Context: an optimization exercise on an open-source flow, tuned for small area and few clock cycles per item. The choices shown serve that exercise and are no tape-out recipe. The RTL was checked by simulation tests, not by an equivalence proof against the original design.

## flow/design.v (module list and top-level ports; edited modules follow where they fit)
// module joinC: 15 lines
// module OEHB: 26 lines
// module mul_comb: 763 lines
// module fa_cell: 4 lines
// module ha_cell: 4 lines
// module mul_op: 22 lines
module mul_op #(parameter INPUTS = 2,
		parameter OUTPUTS = 1,
		parameter DATA_IN_SIZE = 32,
		parameter DATA_OUT_SIZE = 32)
		(
		input clk,
		input rst,
		input [INPUTS * (DATA_IN_SIZE)- 1 : 0]data_in_bus,
		input [INPUTS - 1 : 0]valid_in_bus,
		output [INPUTS - 1 : 0] ready_in_bus,
		output [OUTPUTS * (DATA_OUT_SIZE) - 1 : 0]data_out_bus,
		output [OUTPUTS - 1 : 0]valid_out_bus,
		input 	[OUTPUTS - 1 : 0] ready_out_bus
);
  // ...
==> flow/flow/run.sh <==
#!/bin/bash
# The standard layout (standard.sh) with three changes to how it is made:
#  - ABC's area script for the synthesis's technology mapping is flow/abc_area.script
#    (run from a copy of ORFS's scripts folder that differs only in that file);
#  - the port buffers are made from the smallest buffer cell, buf_1;
#  - clock tree synthesis uses clkbuf_8 for its root and tree buffers and adds no dummy loads.
# The synthesis is otherwise the standard one (synth_recipe.tcl), so the registers
# and their names are the standard synthesis's.
set -euo pipefail
cd "$(dirname "$0")/.."
W=$PWD
rm -rf "$W/scripts_abc"
cp -r "$FLOW_HOME/scripts" "$W/scripts_abc"
cp "$W/flow/abc_area.script" "$W/scripts_abc/abc_area.script"
diff -r "$FLOW_HOME/scripts" "$W/scripts_abc" > scripts_diff.log 2>&1 || true
bash standard.sh "SCRIPTS_DIR=$W/scripts_abc" 'BUFFER_PORTS_ARGS=-buffer_cell sky130_fd_sc_hd__buf_1' \
  'CTS_ARGS=-sink_clustering_enable -repair_clock_nets -root_buf sky130_fd_sc_hd__clkbuf_8 -buf_list sky130_fd_sc_hd__clkbuf_8 -dont_use_dummy_load' finish > standard_sh.log 2>&1 || { tail -50 standard_sh.log; exit 1; }
tail -5 standard_sh.log
ls -l out/final.def
==> flow/flow/abc_area.script <==
strash
dch
map -a
topo
==> flow/standard.sh <==
#!/bin/bash
# synth_recipe.tcl (not shown) runs the flow's synth.tcl, then flattens the netlist and writes it again
# the make line also repeats each setting of config.mk as NAME=value (left out here)
make -C /OpenROAD-flow-scripts/flow DESIGN_CONFIG=/design/flow/config.mk WORK_HOME=/design/flow/orfs CLKGATE_MAP_FILE= SYNTH_SCRIPT=/design/flow/synth_recipe.tcl "${@:-finish}"
==> flow/config.mk <==
export PLATFORM = sky130hd
export DESIGN_NAME = mul_op
export DESIGN_NICKNAME = mul_op
export VERILOG_FILES = /design/flow/design.v
export SDC_FILE = /design/flow/constraint.sdc
export NUM_CORES = 4
export LEC_CHECK = 0
export ABC_AREA = 1
export CAP_MARGIN = 0
export CORE_MARGIN = 2
export CORE_UTILIZATION = 60
export GPL_TIMING_DRIVEN = 0
export PLACE_DENSITY = 0.75
export SLEW_MARGIN = 0
export SYNTH_HIERARCHICAL = 1
==> flow/constraint.sdc <==
create_clock -name core_clock -period 8.0 [get_ports {clk}]
set_input_delay 1.6000 -clock core_clock [delete_from_list [all_inputs] [get_ports {clk}]]
set_output_delay 1.6000 -clock core_clock [all_outputs]
set_load 0.01 [all_outputs]
==> impl_results.md, run 1 <==
- Status: timing/DRC/antenna clean
- CP max FO: 17
- Top layer in use: met4
- Post-placement cell area: 11800 sq um
- GR Layer Usage met2: 0.520
- Multi-input combinational cell area: 9770 sq um
- Syn Std Cell Area: 11000 sq um
- Root Buffer: clkbuf_8
- Die W: 139 um
- Reg-to-reg startpoint: oehb_buffer.valid_out_bus
- Most repeated library cell on the critical path: fa_1
- Number of well taps: 229
- Clk Latency, worst-skew pair: 0.32 ns
- Post-CTS Hold Buffers: 0
- Place WS: -1.93 ns
- Bufs and invs on worst path: 3
- 1st-iter DRT viols: 1300
- Max Cap Viol: 0
- Hold Slack: 1.06 ns
- IO buf count: 103
- Post-synthesis sequential area ratio: 0.0896
- Post-Synth Adder-Cell Area: 0.432
- Largest net degree at the start of global routing: 36
- Fin area: 12200 sq um
- CP delay by family, top: adder cells
- Post-synth EDFFs: 32
- Number of antenna diodes: 0
- Die footprint: 19400 sq um
- Share of cells above drive strength 1: 0.0628
- Layout Nets: 1549
- Critical path class: in2reg
- Maximum clock frequency: 130 MHz
- Initial antenna violation count: 0
- Hold Crit Class: in2async
- XOR/XNOR Fraction of Synth Area: 0.236
- Setup crit start kind: primary input
- Main synth FF type: edfxtp_1
- Final cell count without fillers: 1456
- CP startpoint: data_in_bus[49]
- CP endpoint kind: flip-flop
- Register-to-register setup slack: 6.53 ns
Testbench counts, summed over its fixed seeds: cycles 12,008, items 12,000.
==> inputs of run 2 (changes only) <==
--- a/flow/config.mk
+++ b/flow/config.mk
@@ -8,8 +8,9 @@
 export ABC_AREA = 1
-export CAP_MARGIN = 0
+export CAP_MARGIN = 20
 export CORE_MARGIN = 2
 export CORE_UTILIZATION = 60
+export CTS_BUF_LIST = sky130_fd_sc_hd__clkbuf_8
 export GPL_TIMING_DRIVEN = 0
 export PLACE_DENSITY = 0.75
-export SLEW_MARGIN = 0
+export SLEW_MARGIN = 20
 export SYNTH_HIERARCHICAL = 1
==> run 2 against run 1 <==
Still clean on timing, DRC and antenna. Sequential cell count unchanged. Worst hold slack worse by 0.21 ns. Sequential share of layout area about the same. Core utilization increased by 0.091 points. Register-to-register slack better by 0.12 ns. Cell area is 0.13% higher. Fmax is essentially flat. Global-route usage grew 0.38 points. Wire length decreased by 1.0%. Die area is the same. Critical endpoint is now oehb_buffer.data_reg[29]. Highest routed layer unchanged.
==> impl_results.md, run 2 <==
- Status: timing/DRC/antenna clean
- Layout Nets: 1545 (-0.26%)
- Root Buffer: clkbuf_8
- CP Data Arrival Time: 7.72 ns
- Main synth FF type: edfxtp_1
- Core area: 18000 sq um
- PnR worst setup slack: 0.327 ns
- Maximum clock frequency: 130 MHz (about the same)
- Synth area leaders: fa_1, xor2_1, o22ai_1
- Synth top area share: 0.389
- CP max FO: 24 (+7)
- Cell count after synthesis: 1099
- Worst path required time: 8.05 ns
- Syn Nets: 1419
- Pins Over Slew Limit: 0
- Syn avg cell area: 10.0 sq um
- Hold violation total from the final report: 0
- Max-slew headroom: 0.460
- Place WS: -1.66 ns (+0.268 ns)
- Critical path class: in2reg
- Synth area leader: fa_1
- Clk Latency, worst-skew pair: 0.32 ns (about the same)
- Most common cell in the netlist: xor2_1
- CTS tree: yes
- Commonest non-fill, non-tap cell in the layout: xor2_1
- Clock sink total: 33
- Fillers: 1463
- Detail Route Antenna Nets: 0
- Die W: 139 um (unchanged)
- Die footprint: 19400 sq um (unchanged)
- CTS Buffer Depth: 2
- Final Cycle Share: 0.959
- Drt total wl: 31200 um
- 1st-pass router iterations: 5
- CP endpoint kind: flip-flop
- Detailed placer's ending HPWL: 22600 um
- H-Tree Depth: 2
- Worst slew pin tran: 0.806 ns
- Synthesis Warnings: 7
- Commonest cells post-synth: xor2_1, o22ai_1, fa_1
- Global route overflow: 0
- Num CTS Buffers: 5
- Most frequent cells in the layout: xor2_1, o22ai_1, fa_1
- Vias in the first global route: 9369
- Netlist cell types: 19
- DR WL/cell: 21.5 um
- IO Pins: 104
- Asr flop ratio synth: 0.0303
- Die height: 139 um
- Clock period minus worst slack: 7.67 ns
- First-pass GRT wire length: 50500 um
- Residual DRC count: 0
- 1st-iter DRT viols: 1100 (-15%)
- Max Cap Viol: 0 (unchanged)
- Number of antenna diodes: 0 (unchanged)
- Initial Utilization: 0.612
- Total GRT Usage: 0.329
- Initial antenna violation count: 0 (unchanged)
- Share of cells above drive strength 1: 0.0605 (-0.00225)
- Setup crit start kind: primary input
- Vias/cell: 6.51
- Endpoints failing setup: 0
- Via count: 9454
- Clock skew: 0.0165 ns
- Rows: 49
- Post-synthesis sequential area ratio: 0.0896 (unchanged)
- Area delta synth->final: 11.4%
- Largest net degree at the start of global routing: 33 (-8.3%)
- Worst-path clk slew: 0.08 ns
- Syn Std Cell Area: 11000 sq um (unchanged)
- #FFs+latches synth: 33
- Post-synth EDFFs: 32 (unchanged)
- Placer Congestion: 0.892
- IO buf count: 103 (unchanged)
- Hold Crit Class: reg2reg
- Max reg flops: 32
==> run 2: cell counts after synthesis <==
No cell type changed its count.
==> run 2: per-module statistics from Yosys, one instance, submodules excluded, a selection <==
module | copies in the design | cell area [sq um] | cells | flip-flops and latches
mul_comb | 1 | 5870 | 845 | 0
ha_cell | 14 | 12.5 | 1 | 0
fa_cell | 196 | 20.0 | 1 | 0
==> run 2: logic make-up after synthesis <==
logic type | count (synthesis) | share of synthesized area
AND/OR/NAND/NOR | 112 | 0.0392
XOR/XNOR | 296 | 0.236
AO/OA/AOI/OAI | 300 | 0.167
adder cells (fa/ha/maj) | 251 | 0.432
flip-flops | 33 | 0.0896
buffers and inverters | 107 | 0.0369
==> run 2: layout make-up <==
class / count / area, sq um / share of cell area
Multi-Input combinational cell: 960 / 9770 / 0.797
Sequential cell: 33 / 986 / 0.0804
Timing Repair Buffer: 118 / 658 / 0.0537
Inverter: 106 / 483 / 0.0394
Tap cell: 229 / 287 / 0.0234
Clock buffer: 5 / 68.8 / 0.00561
Buffer: 1 / 7.51 / 0.000612
==> run 2: what timing repair did <==
action | in CTS | in global routing
pin swaps | 1 | 3
endpoints found under the hold margin | 0 | 0
gates resized for setup | 27 | 36
hold buffers | 0 | 0
cloned | 1 | 0
endpoints found under the setup margin | 15 | 8
setup buffers | 0 | 4
==> run 2: stage by stage <==
step	hold slack (ns)	util	instances	area [sq um]	setup TNS, ns
CTS	0.870	0.672	1448	12100	0
finish	0.853	0.682	1452	12300	0
global placement	1.41	0.650	1431	11700	-59.73
global route	0.955	0.682	1452	12300	-0.0208
floorplan	1.20	-	1099	11000	0
detailed placement	0.843	0.664	1442	11900	-16.56
==> run 2: path summary, 6_finish.rpt <==
check	depth (start not counted)	from	endpoint	slack, ns
worst min-delay path	2	oehb_buffer.valid_out_bus	oehb_buffer.valid_out_bus	0.85
max in group asynchronous	2	rst	oehb_buffer.valid_out_bus	6.86
min in group asynchronous	2	rst	oehb_buffer.valid_out_bus	1.06
worst max register to register	2	oehb_buffer.valid_out_bus	oehb_buffer.data_reg[30]	6.65
worst min register to register	2	oehb_buffer.valid_out_bus	oehb_buffer.valid_out_bus	0.85
worst max-delay path	25	data_in_bus[8]	oehb_buffer.data_reg[29]	0.33
==> run 2: worst max-delay path, cell delays in order <==
cell and delay, ns:
buf_1 0.10, clkinv_1 0.64, o22ai_1 0.46, xor2_1 0.24
fa_1 0.45, fa_1 0.50, fa_1 0.55, clkinv_1 0.10
fa_1 0.46, nor2_1 0.17, a211oi_2 0.06, buf_4 0.15
o31ai_4 0.21, a21o_2 0.18, a21oi_2 0.07, nor2_1 0.09
clkinv_1 0.09, o21ai_2 0.20, nand3_1 0.18, o21ai_2 0.27
nand3_2 0.14, o21ai_4 0.22, nand3_1 0.09, nand2_1 0.09
fa_1 0.41
==> run 2: per-layer routing <==
metal  vias up  GRT usage  wire length (um)
met2       598      0.532             14900
met5         -          0                 0
met4         0      0.107              1160
li1       4120          -                 -
met1      4637      0.453             12100
met3        99     0.0606              3050
==> inputs of run 3 (changes only) <==
--- a/flow/flow/run.sh
+++ b/flow/flow/run.sh
@@ -5,3 +5,3 @@
 #  - the port buffers are made from the smallest buffer cell, buf_1;
-#  - clock tree synthesis uses clkbuf_8 for its root and tree buffers and adds no dummy loads.
+#  - clock tree synthesis uses clkbuf_8 for its root and tree buffers and adds no dummy loads; its sink clusters may hold up to 50 registers.
 # The synthesis is otherwise the standard one (synth_recipe.tcl), so the registers
@@ -16,3 +16,3 @@
 bash standard.sh "SCRIPTS_DIR=$W/scripts_abc" 'BUFFER_PORTS_ARGS=-buffer_cell sky130_fd_sc_hd__buf_1' \
-  'CTS_ARGS=-sink_clustering_enable -repair_clock_nets -root_buf sky130_fd_sc_hd__clkbuf_8 -buf_list sky130_fd_sc_hd__clkbuf_8 -dont_use_dummy_load' finish > standard_sh.log 2>&1 || { tail -50 standard_sh.log; exit 1; }
+  'CTS_ARGS=-sink_clustering_enable -repair_clock_nets -root_buf sky130_fd_sc_hd__clkbuf_8 -buf_list sky130_fd_sc_hd__clkbuf_8 -dont_use_dummy_load -sink_clustering_size 50 -sink_clustering_max_diameter 500' finish > standard_sh.log 2>&1 || { tail -50 standard_sh.log; exit 1; }
 tail -5 standard_sh.log
==> run 3 against run 2 <==
Still clean on timing, DRC and antenna. Wire length is the same. Clock skew is the same. First-iteration DRC count unchanged. Synthesized cell count unchanged. Sequential share of layout area is the same. Sequential cell count stayed put. Via count is the same. Register-to-register slack barely moved. Critical endpoint unchanged.
==> impl_results.md, run 3 <==
- Syn avg cell area: 10.0 sq um (unchanged)
- CP peak stage delay: 0.64 ns (about the same)
- Hold violation total from the final report: 0 (unchanged)
- Core area: 18000 sq um (unchanged)
- CTS tree: yes
- Die height: 139 um (unchanged)
- Most common cell in the netlist: xor2_1
- Main synth FF type: edfxtp_1
- Worst slew pin tran: 0.806 ns (unchanged)
- Max reg flops: 32 (unchanged)
- Detail Route Antenna Nets: 0 (unchanged)
- Pins Over Slew Limit: 0 (unchanged)
- GR Layer Usage met3: 0.0606 (unchanged)
- IO Pins: 104 (unchanged)
- IO buf count: 103 (unchanged)
- Root Buffer: clkbuf_8
- CTS Buffer Depth: 2 (unchanged)
- Critical path class: in2reg
- Multi-input combinational cell area: 9770 sq um (unchanged)
- FF-to-FF path depth: 2 (unchanged)
- Register-to-register setup slack: 6.65 ns (about the same)
- Asr flop ratio synth: 0.0303 (unchanged)
- Clock sink total: 33 (unchanged)
- Commonest non-fill, non-tap cell in the layout: xor2_1
- Post-synth EDFFs: 32 (unchanged)
- Reg-to-reg startpoint: oehb_buffer.valid_out_bus
- Post-synthesis sequential area ratio: 0.0896 (unchanged)
- Endpoints failing setup: 0 (unchanged)
- GR Layer Usage met2: 0.532 (unchanged)
- Netlist cell types: 19 (unchanged)
- CP max FO: 24 (unchanged)
- Vias in the first global route: 9369 (unchanged)
- Syn Nets: 1419 (unchanged)
- Post-CTS Hold Buffers: 0 (unchanged)
- Largest net degree at the start of global routing: 33 (unchanged)
- RR Endpoint: oehb_buffer.data_reg[30]
- Clock skew: 0.0165 ns (unchanged)
- Num CTS Buffers: 5 (unchanged)
- Cell count after synthesis: 1099 (unchanged)
- Via count: 9454 (unchanged)
- Most frequent cells in the layout: xor2_1, o22ai_1, fa_1
- Rows: 49 (unchanged)
- CP endpoint kind: flip-flop
- Syn Std Cell Area: 11000 sq um (unchanged)
- Storage cell area: 986 sq um (unchanged)
- Clock period minus worst slack: 7.67 ns (unchanged)
- Placer Congestion: 0.892 (unchanged)
- Hold Crit Class: reg2reg
- Setup_tns: 0 ns (unchanged)
- Number of antenna diodes: 0 (unchanged)
- Synth top area share: 0.389 (unchanged)
- GRT busiest layer: met2
- Die W: 139 um (unchanged)
- Layout Utilization: 0.682 (unchanged)
- Total GRT Usage: 0.329 (unchanged)
- Clk Latency, worst-skew pair: 0.32 ns (about the same)
- Drt total wl: 31200 um (unchanged)
- Max Cap Viol: 0 (unchanged)
- Synthesis Warnings: 7 (unchanged)
- First-pass GRT wire length: 50500 um (unchanged)
- Worst Hold End: oehb_buffer.valid_out_bus
- DR WL/cell: 21.5 um (unchanged)
- Detailed placer's ending HPWL: 22600 um (unchanged)
- Synth area leader: fa_1
- 1st-pass router iterations: 5 (unchanged)
- Initial Utilization: 0.612 (unchanged)
- Maximum clock frequency: 130 MHz (unchanged)
- Global route overflow: 0 (unchanged)
- Worst Hold Depth: 2 (unchanged)
- Max-slew headroom: 0.460 (unchanged)
- Area delta synth->final: 11.4% (unchanged)
- Worst-path clk slew: 0.08 ns (about the same)
- Min-delay src: oehb_buffer.valid_out_bus
- Setup crit start kind: primary input
- Synth area leaders: fa_1, xor2_1, o22ai_1
- Residual DRC count: 0 (unchanged)
- Commonest cells post-synth: xor2_1, o22ai_1, fa_1
- Initial antenna violation count: 0 (unchanged)
- Final Cycle Share: 0.959 (unchanged)
- Most repeated library cell on the critical path: fa_1
- 1st-iter DRT viols: 1100 (unchanged)
- CP max-delay cell: clkinv_1
- H-Tree Depth: 2 (unchanged)
- Share of cells above drive strength 1: 0.0605 (unchanged)
- M1 GR Usage: 0.453 (unchanged)
- CP Data Arrival Time: 7.72 ns (about the same)
- Die footprint: 19400 sq um (unchanged)
- Fillers: 1463 (unchanged)
- Status: timing/DRC/antenna clean
- Vias/cell: 6.51 (unchanged)
- #FFs+latches synth: 33 (unchanged)
- Layout Nets: 1545 (unchanged)
- Worst path required time: 8.05 ns (about the same)
[run 3: cell counts in the layout (fill, tap and decap cells not counted)]
No cell type changed its count.
[run 3: metal layers]
layer  wire [um]  share of wire
met5           0              0
met4        1160          0.037
met3        3050          0.098
met2       14900           0.48
met1       12100           0.39
[run 3: worst max path at each step]
stage	startpoint	slack (ns)	to	depth (start not counted)
after detailed placement	data_in_bus[33]	-1.66	oehb_buffer.data_reg[29]	25
final	data_in_bus[8]	0.33	oehb_buffer.data_reg[29]	25
after CTS	data_in_bus[33]	0.02	oehb_buffer.data_reg[30]	29
after floorplan	data_in_bus[35]	0.05	oehb_buffer.data_reg[29]	23
after global routing	data_in_bus[32]	-0.01	oehb_buffer.data_reg[30]	33
after global placement	data_in_bus[35]	-3.83	oehb_buffer.data_reg[29]	24
[run 3: Yosys stat by module (local to each module, per instance), a selection]
module / cells inside / cell area, sq um / copies in the design
fa_cell: 1 / 20.0 / 196
ha_cell: 1 / 12.5 / 14
mul_comb: 845 / 5870 / 1
[run 3: cell type report]
| type | instances | area share |
|---|---|---|
| Sequential cell | 33 | 0.0804 |
| Buffer | 1 | 0.000612 |
| Clock buffer | 5 | 0.00561 |
| Tap cell | 229 | 0.0234 |
| Inverter | 106 | 0.0394 |
| Timing Repair Buffer | 118 | 0.0537 |
| Multi-Input combinational cell | 960 | 0.797 |
[run 3: worst max-delay path: cells and delay by family]
family / cells / cell delay, ns
AOI/OAI and AO/OA: 8 / 1.67
xor gates and xnor gates: 1 / 0.24
adders and majority gates: 5 / 2.37
buffers and inverters: 5 / 1.08
and+or+nand+nor: 6 / 0.76
[run 3: repair_timing]
action                                  4_1_cts  5_1_grt
gates resized for setup                      27       36
pin swaps                                     1        3
cloned                                        1        0
endpoints found under the setup margin       15        8
buffers inserted                              0        4
[run 3: cells by family (layout without fill, tap and decap cells)]
logic type / count (synthesis) / count (layout) / synth area share
and+or+nand+nor: 112 / 112 / 0.0392
DFF: 33 / 33 / 0.0896
xor gates and xnor gates: 296 / 296 / 0.236
AOI/OAI and AO/OA: 300 / 301 / 0.167
adders and majority gates: 251 / 251 / 0.432
buffers and inverters: 107 / 230 / 0.0369
[run 3: metrics by stage]
stage | cells | hold WS, ns | setup slack [ns] | area, sq um
floorplan | 1099 | 1.20 | 0.0462 | 11000
finish | 1452 | 0.853 | 0.327 | 12300
detailed placement | 1442 | 0.843 | -1.66 | 11900
global placement | 1431 | 1.41 | -3.83 | 11700
CTS | 1448 | 0.870 | 0.0235 | 12100
global route | 1452 | 0.955 | -0.0125 | 12300
==> inputs of run 4 (changes only) <==
--- a/flow/flow/run.sh
+++ b/flow/flow/run.sh
@@ -5,3 +5,3 @@
 #  - the port buffers are made from the smallest buffer cell, buf_1;
-#  - clock tree synthesis uses clkbuf_8 for its root and tree buffers and adds no dummy loads; its sink clusters may hold up to 50 registers.
+#  - clock tree synthesis uses clkbuf_8 for its root and tree buffers and adds no dummy loads or sink clusters.
 # The synthesis is otherwise the standard one (synth_recipe.tcl), so the registers
@@ -16,3 +16,3 @@
 bash standard.sh "SCRIPTS_DIR=$W/scripts_abc" 'BUFFER_PORTS_ARGS=-buffer_cell sky130_fd_sc_hd__buf_1' \
-  'CTS_ARGS=-sink_clustering_enable -repair_clock_nets -root_buf sky130_fd_sc_hd__clkbuf_8 -buf_list sky130_fd_sc_hd__clkbuf_8 -dont_use_dummy_load -sink_clustering_size 50 -sink_clustering_max_diameter 500' finish > standard_sh.log 2>&1 || { tail -50 standard_sh.log; exit 1; }
+  'CTS_ARGS=-repair_clock_nets -root_buf sky130_fd_sc_hd__clkbuf_8 -buf_list sky130_fd_sc_hd__clkbuf_8 -dont_use_dummy_load' finish > standard_sh.log 2>&1 || { tail -50 standard_sh.log; exit 1; }
 tail -5 standard_sh.log
--- a/flow/config.mk
+++ b/flow/config.mk
@@ -8,9 +8,8 @@
 export ABC_AREA = 1
-export CAP_MARGIN = 20
+export CAP_MARGIN = 10
 export CORE_MARGIN = 2
 export CORE_UTILIZATION = 60
-export CTS_BUF_LIST = sky130_fd_sc_hd__clkbuf_8
 export GPL_TIMING_DRIVEN = 0
 export PLACE_DENSITY = 0.75
-export SLEW_MARGIN = 20
+export SLEW_MARGIN = 10
 export SYNTH_HIERARCHICAL = 1
==> run 4 against run 3 <==
Global-route usage decreased by 0.41 points. First-iteration DRC count increased by 8.7%. Worst setup slack got worse by 0.023 ns. Still clean on timing, DRC and antenna. Synthesized cell count unchanged. Wire length decreased by 0.39%. Sequential share of layout area about the same. Final cell count increased by 0.14%.
==> impl_results.md, run 4 <==
- Status: timing/DRC/antenna clean
- Drt total wl: 31100 um (-0.39%)
- Worst path required time: 8.06 ns (about the same)
- Most common cell in the netlist: xor2_1
- Max Cap Viol: 0 (unchanged)
- 1st-pass router iterations: 7 (+2)
- Total GRT Usage: 0.325 (-0.00405)
- Detailed placer's ending HPWL: 22500 um (-0.34%)
- Synth area leaders: fa_1, xor2_1, o22ai_1
- Asr flop ratio synth: 0.0303 (unchanged)
- Worst-path clk slew: 0.08 ns (about the same)
- Clk Latency, worst-skew pair: 0.32 ns (about the same)
- Clock sink total: 33 (unchanged)
- Post-synthesis sequential area ratio: 0.0896 (unchanged)
- Num CTS Buffers: 5 (unchanged)
- Hold violation total from the final report: 0 (unchanged)
- Most frequent cells in the layout: xor2_1, o22ai_1, fa_1
- Setup crit start kind: primary input
- Synth area leader: fa_1
- Die footprint: 19400 sq um (unchanged)
- Syn Nets: 1419 (unchanged)
- Worst slew pin tran: 0.812 ns (+0.00655 ns)
- Synthesis Warnings: 7 (unchanged)
- 1st-iter DRT viols: 1196 (+8.7%)
- Maximum clock frequency: 130 MHz (-0.29%)
- CP max FO: 19 (-21%)
- CP Data Arrival Time: 7.76 ns (+0.04 ns)
- Die height: 139 um (unchanged)
- Number of antenna diodes: 0 (unchanged)
- Clock skew: 0.0145 ns (-0.00201 ns)
- DR WL/cell: 21.4 um (-0.53%)
- Share of cells above drive strength 1: 0.0612 (+0.000718)
- H-Tree Depth: 2 (unchanged)
- Initial antenna violation count: 0 (unchanged)
- Global route overflow: 0 (unchanged)
- Place WS: -1.68 ns (-0.0141 ns)
- CTS tree: yes
- Placer Congestion: 0.892 (unchanged)
- Endpoints failing setup: 0 (unchanged)
- Main synth FF type: edfxtp_1
- Post-synth EDFFs: 32 (unchanged)
- CP endpoint kind: flip-flop
- Final Cycle Share: 0.962 (+0.00283)
- Layout Nets: 1547 (+0.13%)
- Synth top area share: 0.389 (unchanged)
- Critical path class: in2reg
- Residual DRC count: 0 (unchanged)
- Die W: 139 um (unchanged)
- Rows: 49 (unchanged)
- IO buf count: 103 (unchanged)
- Core area: 18000 sq um (unchanged)
- Vias in the first global route: 9544 (+1.9%)
- Max reg flops: 32 (unchanged)
- Vias/cell: 6.51 (about the same)
- Commonest non-fill, non-tap cell in the layout: xor2_1
- PnR worst setup slack: 0.304 ns (-0.0226 ns)
- Pins Over Slew Limit: 0 (unchanged)
- Hold Crit Class: reg2reg
- Netlist cell types: 19 (unchanged)
- First-pass GRT wire length: 50300 um (-0.44%)
- CTS Buffer Depth: 2 (unchanged)
- Layout Utilization: 0.681 (-0.00132)
- Syn avg cell area: 10.0 sq um (unchanged)
- Root Buffer: clkbuf_8
- Fillers: 1446 (-1.2%)
- Detail Route Antenna Nets: 0 (unchanged)
- #FFs+latches synth: 33 (unchanged)
- Commonest cells post-synth: xor2_1, o22ai_1, fa_1
- Cell count after synthesis: 1099 (unchanged)
- Largest net degree at the start of global routing: 33 (unchanged)
- Via count: 9460 (+0.063%)
- Syn Std Cell Area: 11000 sq um (unchanged)
- Area delta synth->final: 11.2%
- Clock period minus worst slack: 7.70 ns (+0.0226 ns)
- IO Pins: 104 (unchanged)
- Max-slew headroom: 0.458 (-0.00105)
- Initial Utilization: 0.612 (unchanged)
- Post-CTS Hold Buffers: 0 (unchanged)
==> run 4: cell counts after synthesis <==
Identical to the previous run, type by type.
==> run 4: area by class of cell <==
type	instances	area, sq um	share of cell area
inverter	106	474	0.0388
clock buffer	5	68.8	0.00562
buffer	1	7.51	0.000614
sequential	33	986	0.0806
tap	229	287	0.0234
timing repair buffer	121	643	0.0526
multi-input combinational	959	9770	0.798
==> run 4: repair_timing <==
| action | in CTS | in global routing |
|---|---|---|
| setup buffers | 0 | 8 |
| resized for setup | 27 | 38 |
| hold endpoints to repair | 0 | 0 |
| pin swaps | 0 | 6 |
| setup endpoints to repair | 15 | 8 |
| cloned | 0 | 0 |
==> run 4: worst paths after layout <==
| path | endpoint | slack (ns) | depth (start not counted) | start |
|---|---|---|---|---|
| hold / removal | oehb_buffer.valid_out_bus | 0.85 | 2 | oehb_buffer.valid_out_bus |
| hold reg to reg | oehb_buffer.valid_out_bus | 0.85 | 2 | oehb_buffer.valid_out_bus |
| max in group asynchronous | oehb_buffer.valid_out_bus | 6.86 | 2 | rst |
| min in group asynchronous | oehb_buffer.valid_out_bus | 1.06 | 2 | rst |
| setup reg to reg | oehb_buffer.data_reg[30] | 6.65 | 2 | oehb_buffer.valid_out_bus |
| setup / recovery | oehb_buffer.data_reg[30] | 0.30 | 20 | data_in_bus[47] |
==> run 4: Yosys stat by module (local to each module, per instance), excerpt <==
module / cells inside / area (sq um)
ha_cell: 1 / 12.5
fa_cell: 1 / 20.0
mul_comb: 845 / 5870
==> run 4: cells by family after synthesis <==
| logic type | synth area share |
|---|---|
| AOI/OAI and AO/OA | 0.167 |
| xor gates and xnor gates | 0.236 |
| adders and majority gates | 0.432 |
| DFF | 0.0896 |
| buffers and inverters | 0.0369 |
| and+or+nand+nor | 0.0392 |
==> run 4: worst max-delay path, stage by stage <==
cell and delay, ns:
buf_2 0.50, clkinv_1 0.37, o21ai_0 0.39, o21ai_4 0.25, o22ai_1 0.29, xor2_1 0.24, fa_1 0.46, fa_1 0.46
fa_1 0.46, fa_1 0.44, fa_1 0.48, ha_1 0.34, a21oi_1 0.22, nor2_1 0.06, a211oi_1 0.34, o21ai_4 0.13
nand3_1 0.09, nand2_1 0.07, fa_1 0.39, xor2_1 0.17
==> run 4: metrics by stage <==
step	cells	TNS [ns]	hold WS (ns)	area, sq um
CTS	1446	0	0.868	12000
floorplan	1099	0	1.20	11000
global route	1454	-0.0503	0.948	12200
global placement	1431	-59.73	1.41	11700
detailed placement	1441	-16.65	0.843	11900
finish	1454	0	0.852	12200
==> run 4: metal layers <==
layer / track usage / routed length (um)
met2: 0.531 / 15100
met1: 0.450 / 12500
met3: 0.0509 / 2620
met4: 0.101 / 903
met5: 0 / 0

==> what the ideal ports hide <==
Ports are ideal in the flow. The routed layouts listed here were re-timed in OpenROAD. Step 1, drivers: a clkbuf_16 drives clk and a buf_2 each remaining input, both assumed. Step 2 adds t to the input delays and takes it off the output delays; t is the mean of the earliest and latest rising clock arrival at the registers after step 1. Input paths then give back, and output paths get back, about the clock's delay inside the block. a / b / c = no drivers / after step 1 / after step 2; a / b = the first two.
run	shift t [ns]	setup WS [ns]	worst hold slack (ns)	worst register clock-pin slew, ns
run 1	0.363	0.322 / 0.343 / -0.020	1.065 / 1.039 / 1.107	0.10 / 0.10
run 2	0.363	0.327 / 0.344 / -0.019	0.853 / 0.853 / 0.853	0.10 / 0.10
run 3	0.363	0.327 / 0.344 / -0.019	0.853 / 0.853 / 0.853	0.10 / 0.10
run 4	0.363	0.304 / 0.322 / -0.042	0.852 / 0.852 / 0.852	0.09 / 0.09
Met with ideal ports but missed after step 2: setup timing in every run listed.
